Context: an optimization exercise on an open-source flow, tuned for small area. The choices shown serve that exercise and are no tape-out recipe. Function was checked by simulation only, so behaviour that the tests miss may differ from the original.

==> inputs of 07-07 <==
==> flow/design.v (excerpt) <==
module tms9900(
    input clk, 
    input reset,
    output [15:0] addr_out,
    input  [15:0] data_in,
    output [15:0] data_out,
    output reg rd,
    output reg wr,
    output reg rd_now,
    input  cache_hit,
    input  use_ready,
    input  ready,
    output reg iaq,
    output reg as,
    input  int_req,
    input [3:0] ic03,
    output reg int_ack,
    input  cruin,
    output reg cruout,
    output cruclk,
    input  hold,
    output reg holda,
    input [7:0] waits,
    output reg stuck,
    output [15:0] ir_out,
    output [15:0] pc_ir_out,
    output [15:0] pc_ir_out2     
);
localparam 	
    do_pc_read=7'd0, 		    do_alu_read=7'd1,
    do_fetch=7'd2,              do_fetch0=7'd3, 
    do_decode=7'd4,             do_branch=7'd5,
    do_stuck=7'd6,              do_read0=7'd7, 
    do_read1=7'd8,              do_read2=7'd9, 
    do_read3=7'd10,             do_write=7'd11,
    do_write0=7'd12,            do_write1=7'd13, 
    do_write2=7'd14,            do_write3=7'd15, 
    do_ir_imm=7'd16,            do_lwpi_limi=7'd17,
    do_load_imm=7'd18,          do_load_imm5=7'd19,
    do_read_operand0=7'd20,     do_read_operand1=7'd21, 
    do_read_operand2=7'd22,     do_read_operand3=7'd23, 
    do_read_operand4=7'd24,     do_read_operand5=7'd25,
    do_alu_write=7'd26,         do_dual_op=7'd27, 
    do_dual_op1=7'd28,          do_dual_op2=7'd29, 
    do_dual_op3=7'd30,          do_source_address0=7'd31, 
    do_source_address1=7'd32,   do_source_address2=7'd33, 
    do_source_address3=7'd34,   do_source_address4=7'd35, 
    do_source_address5=7'd36,   do_source_address6=7'd37,
    do_branch_b_bl=7'd38,       do_x_instruction=7'd39, 
    do_x_write0=7'd40,          do_x_fetch=7'd41,
    do_single_op_writeback=7'd42, do_rtwp0=7'd43, 
    do_rtwp1=7'd44,             do_rtwp2=7'd45, 
    do_rtwp3=7'd46,             do_shifts0=7'd47, 
    do_shifts1=7'd48,           do_shifts2=7'd49, 
  ...
Settings: LEC_CHECK=0, CAP_MARGIN=20, CORE_MARGIN=2, CORE_UTILIZATION=40, PLACE_DENSITY=0.6, SLEW_MARGIN=20; clock period 10.0 ns.
run.sh (not shown) runs the stock make flow with config.mk's settings and CLKGATE_MAP_FILE= SYNTH_SCRIPT=/design/flow/synth_recipe.tcl, a recipe that flattens the netlist after the stock synthesis.
==> 08-24 (differences from 07-07) <==
--- a/flow/design.v
+++ b/flow/design.v
@@ -1,84 +1,56 @@
-module rca9900 #(parameter N = 16) (
-	input  [N-1:0] a,
-	input  [N-1:0] b,
-	input  ci,
-	output [N-1:0] s,
-	output co
-	);
-	wire [N:0] c;
-	assign c[0] = ci;
-	genvar i;
-	generate
-		for (i = 0; i < N; i = i + 1) begin : bit_
-			assign s[i]   = a[i] ^ b[i] ^ c[i];
-			assign c[i+1] = (a[i] & b[i]) | (c[i] & (a[i] ^ b[i]));
-		end
-	endgenerate
-	assign co = c[N];
-endmodule
 module alu9900(
-	input [15:0] arg1,
+	input [16:0] arg1, 	 
 	input [15:0] arg2, 
 	input [3:0] ope, 
 	input compare,	 
 	output [15:0] alu_result,
 	output alu_logical_gt,
 	output alu_arithmetic_gt,
 	output alu_flag_zero,
 	output alu_flag_carry,
 	output alu_flag_overflow,
 	output alu_flag_parity,
 	output alu_flag_parity_source
 	);
 	localparam load1=4'h0, load2=4'h1, add =4'h2, sub =4'h3, 
 				  abs  =4'h4, aor  =4'h5, aand=4'h6, axor=4'h7,
 				  andn =4'h8, coc  =4'h9, czc =4'ha, swpb=4'hb,
 				  sla  =4'hc, sra  =4'hd, src =4'he, srl =4'hf;
-	wire do_sub = (ope != add);
-	wire [15:0] sum;
-	wire sum_co;
-	rca9900 #(16) adder(.a(arg1), .b(arg2 ^ {16{do_sub}}), .ci(do_sub), .s(sum), .co(sum_co));
-	reg [15:0] r;
-	reg c16;
-	always @* begin
-		c16 = 1'b0;
-		case (ope)
-			load1: r = arg1;
-			load2: r = arg2;
-			add:   begin r = sum; c16 = sum_co; end
-			sub:   begin r = sum; c16 = !sum_co; end
-			abs:   begin r = arg2[15] ? sum : arg2; c16 = arg2[15] & !sum_co; end
-			aor:   r = arg1 | arg2;
-			aand:  r = arg1 & arg2;
-			axor:  r = arg1 ^ arg2;
-			andn:  r = arg1 & ~arg2;
-			coc:   r = (arg1 ^ arg2) & arg1;
-			czc:   r = (arg1 ^ ~arg2) & arg1;
-			swpb:  r = { arg2[7:0], arg2[15:8] };
-			sla:   begin r = { arg2[14:0], 1'b0 }; c16 = arg2[15]; end
-			sra:   begin r = { arg2[15], arg2[15:1] }; c16 = arg2[0]; end
-			src:   begin r = { arg2[0], arg2[15:1] }; c16 = arg2[0]; end
-			default: begin r = { 1'b0, arg2[15:1] }; c16 = arg2[0]; end  
-		endcase
-	end
-	assign alu_result = r;
-	wire nz = |r;
-	assign alu_logical_gt = compare ? (arg2[15] && !arg1[15]) || (arg1[15]==arg2[15] && r[15]) 
-											  : nz;
-	assign alu_arithmetic_gt = compare ? (!arg2[15] && arg1[15]) || (arg1[15]==arg2[15] && r[15])
+	wire [16:0] alu_out;
+	assign alu_out = 
+		(ope == load1) ? arg1 :
+		(ope == load2) ? { 1'b0, arg2 } :
+		(ope == add)   ? arg1 + { 1'b0, arg2 } :
+		(ope == sub)   ? arg1 - { 1'b0, arg2 } :
+		(ope == aor)   ? arg1 | { 1'b0, arg2 } :
+		(ope == aand)  ? arg1 & { 1'b0, arg2 } :
+		(ope == axor)  ? arg1 ^ { 1'b0, arg2 } :
+		(ope == andn)  ? arg1 & { 1'b0, ~arg2 } :
+		(ope == coc)   ? (arg1 ^ { 1'b0, arg2 }) & arg1 :  
+		(ope == czc)   ? (arg1 ^ { 1'b0, ~arg2 }) & arg1 :  
+		(ope == swpb)  ? { 1'b0, arg2[7:0], arg2[15:8] }:  
+		(ope == abs)   ? (arg2[15] ? arg1 - { 1'b0, arg2 } : { 1'b0, arg2 }) :
+		(ope == sla)   ? { arg2, 1'b0 } :
+		(ope == sra)   ? { arg2[0], arg2[15], arg2[15:1] } :
+		(ope == src)   ? { arg2[0], arg2[0],  arg2[15:1] } :
+		{ arg2[0], 1'b0,     arg2[15:1] };  
+	assign alu_result = alu_out[15:0];
+	assign alu_logical_gt = compare ? (arg2[15] && !arg1[15]) || (arg1[15]==arg2[15] && alu_result[15]) 
+											  : alu_result != 16'd0;
+	assign alu_arithmetic_gt = compare ? (!arg2[15] && arg1[15]) || (arg1[15]==arg2[15] && alu_result[15])
 											  : (ope == abs) ? arg2[15] == 1'b0 && arg2 != 16'd0
-											  : r[15]==1'b0 && nz;
-	assign alu_flag_zero = !nz;
-	assign alu_flag_carry = (ope == sub) ? !c16 : c16;
-	assign alu_flag_overflow = (ope == sla) ? r[15] != arg2[15] :
-										(compare || ope==sub || ope==abs) ? (arg1[15] != arg2[15] && r[15] != arg1[15]) : 
-																					   (arg1[15] == arg2[15] && r[15] != arg1[15]);
-	assign alu_flag_parity = ^r[15:8];
+											  : alu_result[15]==1'b0 && alu_result != 16'd0;
+	assign alu_flag_zero = !(|alu_result);
+	assign alu_flag_carry = (ope == sub) ? !alu_out[16] : alu_out[16];  
+	assign alu_flag_overflow = (ope == sla) ? alu_result[15] != arg2[15] :  
+										(compare || ope==sub || ope==abs) ? (arg1[15] != arg2[15] && alu_result[15] != arg1[15]) : 
+																					   (arg1[15] == arg2[15] && alu_result[15] != arg1[15]);
+	assign alu_flag_parity = ^alu_result[15:8];
 	assign alu_flag_parity_source = ^arg2[15:8];
 endmodule
 module tms9900(
     input clk, 
     input reset,
     output [15:0] addr_out,
     input  [15:0] data_in,
     output [15:0] data_out,
@@ -154,17 +126,17 @@
     do_mul1=7'd92,              do_mul2=7'd93,
     do_mul3=7'd94,              do_mul4=7'd95 ;
 localparam fetch_sub1=2'd1, fetch_sub2=2'd2, fetch_sub3=3'd3;
 localparam 
         alu_load1=4'h0, alu_load2=4'h1, alu_add =4'h2, alu_sub =4'h3, 
         alu_abs  =4'h4, alu_aor  =4'h5, alu_aand=4'h6, alu_axor=4'h7,
         alu_andn =4'h8, alu_coc  =4'h9, alu_czc =4'ha, alu_swpb=4'hb,
         alu_sla  =4'hc, alu_sra  =4'hd, alu_src =4'he, alu_srl =4'hf;
-reg  [15:0] arg1;
+reg  [16:0] arg1;    
 reg  [15:0] arg2;
 reg  [3:0]  ope;
 wire [15:0] alu_result;
 wire alu_logical_gt, alu_arithmetic_gt;
 wire alu_flag_zero, alu_flag_carry, alu_flag_overflow;
 wire alu_flag_parity, alu_flag_parity_source;
 reg alu_compare;
 reg [15:0] addr;     
@@ -183,81 +155,70 @@
 reg  [15:0] ea, rd_dat;
 reg  [15:0] st, pc, w;
 reg cruclk_internal;
 reg i_am_xop;
 reg [6:0] cpu_state, cpu_state_next, cpu_state_operand_return;
 reg read_to_arg2, set_ea_from_alu, set_dual_op_flags;
 reg [15:0] wr_dat;
 reg set_int_priority;
-reg [15:0] reg_t, reg_t2;
+reg [15:0] reg_t, reg_t2, reg_stcr;
 reg [7:0] delay_count;
+reg [15:0] pc_offset;
 reg [1:0] fetch_substate;
 reg add_to_pc;
 reg [15:0] ir;
 reg [4:0] shift_count;
 reg [15:0] pc_ir, pc_ir2;   
 reg executing_x;
 assign ir_out = ir;
 assign pc_ir_out = pc_ir;
 assign pc_ir_out2 = pc_ir2;
 localparam [7:0] cru_delay_spec = 8'h02;
 reg mult_top_bit;
 reg mul_carry;
 reg [31:0] dividend;    
+reg [16:0] divider_sub;
 assign cruclk = cruclk_internal;
 always @(operand_word, rd_dat, ea)
 begin
     if (operand_word)
         read_byte_aligner <= rd_dat;
     else begin
         if(ea[0] == 1'b0 )
             read_byte_aligner <= { rd_dat[15:8], 8'h00 };
         else    
             read_byte_aligner <= { rd_dat[7:0], 8'h00 };
     end
 end
-wire [15:0] dest_reg_addr;
-wire dest_c;
-wire [15:0] pc_offset = (cpu_state == do_branch) ? { {7{ir[7]}}, ir[7:0], 1'b0 } : 16'h0002;
-wire [15:0] pc_sum;
-rca9900 #(16) pc_adder(.a(pc), .b(pc_offset), .ci(1'b0), .s(pc_sum), .co());
-rca9900 #(4) dest_adder(.a(w[4:1]), .b(ir[9:6]), .ci(1'b0), .s(dest_reg_addr[4:1]), .co(dest_c));
-rca9900 #(11) dest_inc(.a(w[15:5]), .b(11'd0), .ci(dest_c), .s(dest_reg_addr[15:5]), .co());
-assign dest_reg_addr[0] = w[0];
+reg [15:0] dest_reg_addr;
 reg [5:0] operand_mode;
 reg mpy_div_done;
 reg mpy_div_start;
 reg mpy_op;   
 reg [3:0] md_count;
 reg md_step;
 reg md_carry;
-wire [16:0] divider_sub;
-wire [15:0] mpy_lo;
-wire [15:0] mpy_hi;
-wire mpy_c;
-rca9900 #(17) div_sub(.a({md_carry, dividend[31:16]}), .b({1'b1, ~reg_t}), .ci(1'b1), .s(divider_sub), .co());
-rca9900 #(16) mpy_add(.a(dividend[15:0]), .b(reg_t), .ci(1'b0), .s(mpy_lo), .co(mpy_c));
-rca9900 #(16) mpy_inc(.a(dividend[31:16]), .b(16'd0), .ci(mpy_c), .s(mpy_hi), .co());
 always @(posedge clk)
 begin : mpy_div
     if (mpy_div_start == 1'b1) begin
         mpy_div_done <= 1'b0;
         md_count <= 4'b0000;
         dividend <= mpy_op ? { rd_dat, 16'h0000 } : { reg_t2, rd_dat };
         md_step <= 1'b1;
     end else if (!mpy_div_done) begin
         if (md_step) begin
             dividend <= { dividend[30:0], 1'b0 };
             md_carry <= dividend[31];
+            divider_sub <= dividend[31 : 15] - { 1'b0, reg_t };
             md_count <= md_count - 4'h1;
         end else begin
             if(mpy_op) begin
                 if(md_carry)
-                    dividend <= { mpy_hi, mpy_lo };
+                    dividend <= dividend + { 16'h0000, reg_t };
             end else if (divider_sub[16] == 1'b0) begin 
                 dividend[31 : 16] <= divider_sub[15 : 0];
                 dividend[0] <= 1;
             end
             if (md_count == 4'b0000)
                 mpy_div_done <= 1'b1;
         end
         md_step <= !md_step;
@@ -311,16 +272,17 @@
                 else
                     st[10] <= alu_flag_parity;
             end 
         end    
         case(cpu_state)
 			do_pc_read: begin
 				    addr <= pc;
 					add_to_pc = 1'b1;
+					pc_offset = 16'h0002;
 					as <= 1'b1;
 					rd <= 1'b1;
 					cpu_state <= do_read0;
                 end
             do_alu_read: begin
                     addr <= alu_result;
                     as <= 1'b1;
                     rd <= 1'b1;
@@ -407,16 +369,17 @@
                             arg2 <= { 10'b00_0000_0000, ic03, 2'b00 };
                             ope <= alu_load2;
                             cpu_state <= do_blwp00;
                             int_ack <= 1'b1;
                         end else begin
                             iaq <= 1'b1;
                             addr <= pc;
                             add_to_pc = 1'b1;
+                            pc_offset = 16'h0002;
                             as <= 1'b1;
                             rd <= 1'b1;
                             cpu_state <= do_fetch0;
                             fetch_substate <= fetch_sub1;
                         end
                     end
                 end
             do_fetch0: begin
@@ -434,16 +397,17 @@
                         rd <= 0;
                         pc_ir2 <= pc_ir;                     
                         pc_ir <= pc;						 
                         operand_word <= 1;			 
                         iaq <= 0;
                         arg1 <= { 1'b0, w };
                         arg2 <= { 11'b0000_0000_000, ir[3:0], 1'b0 };
                         ope <= alu_add;	 
+                        dest_reg_addr <= w + { 11'b0000_0000_000, ir[9:6], 1'b0 };;
                         operand_mode <= ir[5:0]; 
                         alu_compare <= 0;
                         if (ir[15:13] == 3'b101 ||  
                             ir[15:13] == 3'b100 ||  
                             ir[15:13] == 3'b011 ||  
                             ir[15:13] == 3'b111 ||  
                             ir[15:13] == 3'b010 ||  
                             ir[15:13] == 3'b110) begin  
@@ -662,16 +626,17 @@
                         4'b0111: begin if (             st[12]==0) add_to_pc = 1; end  
                         4'b1000: begin if (             st[12]==1) add_to_pc = 1; end  
                         4'b1001: begin if (             st[11]==0) add_to_pc = 1; end  
                         4'b1010: begin if (st[15]==0 && st[13]==0) add_to_pc = 1; end  
                         4'b1011: begin if (st[15]==1 && st[13]==0) add_to_pc = 1; end  
                         4'b1100: begin if (             st[10]==1) add_to_pc = 1; end  
                         default: cpu_state <= do_stuck;
                     endcase
+                    pc_offset = { ir[7] , ir[7] , ir[7] , ir[7] , ir[7] , ir[7] , ir[7] , ir[7:0] , 1'b0 };
                 end
                 do_process_branch: cpu_state <= do_fetch;
             do_ir_imm: begin
                     if (ir[8:5] == 4'b0111 || ir[8:5] == 4'b1000) begin	 
                         cpu_state <= do_pc_read;
                         cpu_state_next <= do_lwpi_limi;
                     end else begin
                         cpu_state <= do_stuck;
@@ -1089,17 +1054,17 @@
                     if (!operand_word)
                         st[10] <= alu_flag_parity;
                     operand_mode <= 6'b001100;	 
                     cpu_state <= do_read_operand0;
                     cpu_state_operand_return <= do_ldcr1;
                 end
             do_stcr0: begin
                     reg_t <= operand_word ? 16'h0001 : 16'h0100;
-                    wr_dat <= 16'h0000;	 
+                    reg_stcr <= 16'h0000;
                     reg_t2 <= alu_result;		 
                     operand_mode <= 6'b001100;	 
                     cpu_state <= do_read_operand0;
                     cpu_state_operand_return <= do_ldcr1;
                 end
             do_ldcr1: begin
                     ea <= rd_dat;
                     shift_count <= { ir[9:6] == 4'b0000 ? 1'b1 : 1'b0, ir[9 : 6] };
@@ -1122,17 +1087,17 @@
                     if (ir[10] == 0) begin	 
                         cpu_state <= do_ldcr4;
                         if (operand_word)
                             cruout <= alu_flag_carry;
                         else
                             cruout <= alu_result[7];	 
                     end else begin
                         if (cruin == 1)
-                            wr_dat <= wr_dat | reg_t;	
+                            reg_stcr <= reg_stcr | reg_t;	
                         cpu_state <= do_ldcr5;	 
                     end
                     reg_t <= alu_result;				 
                     arg1 <= 17'h0002;
                     arg2 <= ea;
                     ope <= alu_add;
                     delay_count = cru_delay_spec;  
                 end
@@ -1152,28 +1117,30 @@
                         end else begin
                             cpu_state <= do_ldcr2;
                         end
                         shift_count <= shift_count -  5'b00001;
                     end
                 end
             do_stcr6: begin
                     st[15 : 12] <= 4'b0010;
-                    if (wr_dat != 16'h0000) 
-                        st[15:13] <= { 1'b1, !wr_dat[15], 1'b0 };
+                    if (reg_stcr != 16'h0000) 
+                        st[15:13] <= { 1'b1, !reg_stcr[15], 1'b0 };
                     ea <= reg_t2;
                     addr <= reg_t2; as <= 1; rd <= 1; cpu_state <= do_read0;
                     cpu_state_next <= do_stcr7;
                 end
             do_stcr7: begin
-                    if (!operand_word) begin
+                    if (operand_word)
+                        wr_dat <= reg_stcr;
+                    else begin
                         if (ea[0] == 0)  
-                            wr_dat <= { wr_dat[15 : 8], rd_dat[7 : 0] };
+                            wr_dat <= { reg_stcr[15 : 8], rd_dat[7 : 0] };
                         else	 
-                            wr_dat <= { rd_dat[15 : 8],  wr_dat[15 : 8] }; 
+                            wr_dat <= { rd_dat[15 : 8],  reg_stcr[15 : 8] }; 
                     end 
                     cpu_state_next <= do_fetch;
                     cpu_state <= do_write;
                 end
             do_source_address0: begin
                     arg1 <= { 1'b0, w };
                     arg2 <= { 11'b0000_0000_000, operand_mode[3:0], 1'b0 };
                     ope <= alu_add;	 
@@ -1297,12 +1264,12 @@
                 begin
                     stuck <= 1'b1;
                     holda <= hold;    
                 end
         endcase
         if (delay_count)
             delay_count = delay_count -  8'd1;
         if (add_to_pc) 
-            pc <= pc_sum;
+            pc <= pc + pc_offset;
     end
 end
 endmodule
==> run summary <==
result of the run finished clean; sequential standard cell area 10,800 um2; number of nets in the final layout about 4,200; number of distinct library cells after synthesis between 100 and 150; combined buffer and inverter count along the critical path 3; Worst Hold Path EP pc_ir2[0]; Post-Place Cell Area roughly 35,000 um2; core footprint 80,700 um2; effective utilization at floorplan between 40% and 50%; Seq area share approximately 30%; met1 Resource Use GR 55.7%; Worst path slowest cell sky130_fd_sc_hd__clkdlybuf4s50_1
-- figures above: 08-24

==> run summary <==
mean post-synth cell area between 8 and 9 um2; Worst path slowest cell sky130_fd_sc_hd__fa_1; combined buffer and inverter count along the critical path 2; sequential standard cell area roughly 9000 um2; number of nets in the final layout around 3,600; number of distinct library cells after synthesis about 110; result of the run finished clean; effective utilization at floorplan 40.2%; Seq area share 27.0%; core footprint 71,200 um2; Worst Hold Path EP pc_ir2[11]; met1 Resource Use GR a little over half
-- figures above: 07-07

afterwards: timing with drivers on the ports:
No port has a modelled driver above. Below, the same layouts with a new extraction and two added sets of constraints.
Step 1 sets driving cells, clkbuf_16 on the clock port and buf_2 on the other inputs (assumed; they add their load-dependent delay and slew).
Step 2 times the ports against the registers' clock, not the clock port: input delays grow and output delays shrink by t, the midpoint of the rising clock arrivals with the driver on.
Slacks: ideal ports / drivers / drivers and shift; pairs: ideal ports / drivers.
run	t (ns)	slack for setup (ns)	hold WS [ns]	latest minus earliest clock arrival (ns)	worst register clock-pin slew, ns
07-07	0.672	0.414 / 0.414 / 0.414	0.448 / 0.448 / 0.448	0.037 / 0.036	0.07 / 0.07
08-24	0.697	3.261 / 3.306 / 2.610	0.445 / 0.445 / 0.445	0.053 / 0.053	0.08 / 0.08
After both steps every run listed still meets setup and hold. The setup slack of 08-24, which loses most, moves by +0.045 ns with the drivers and by -0.651 ns with both steps.
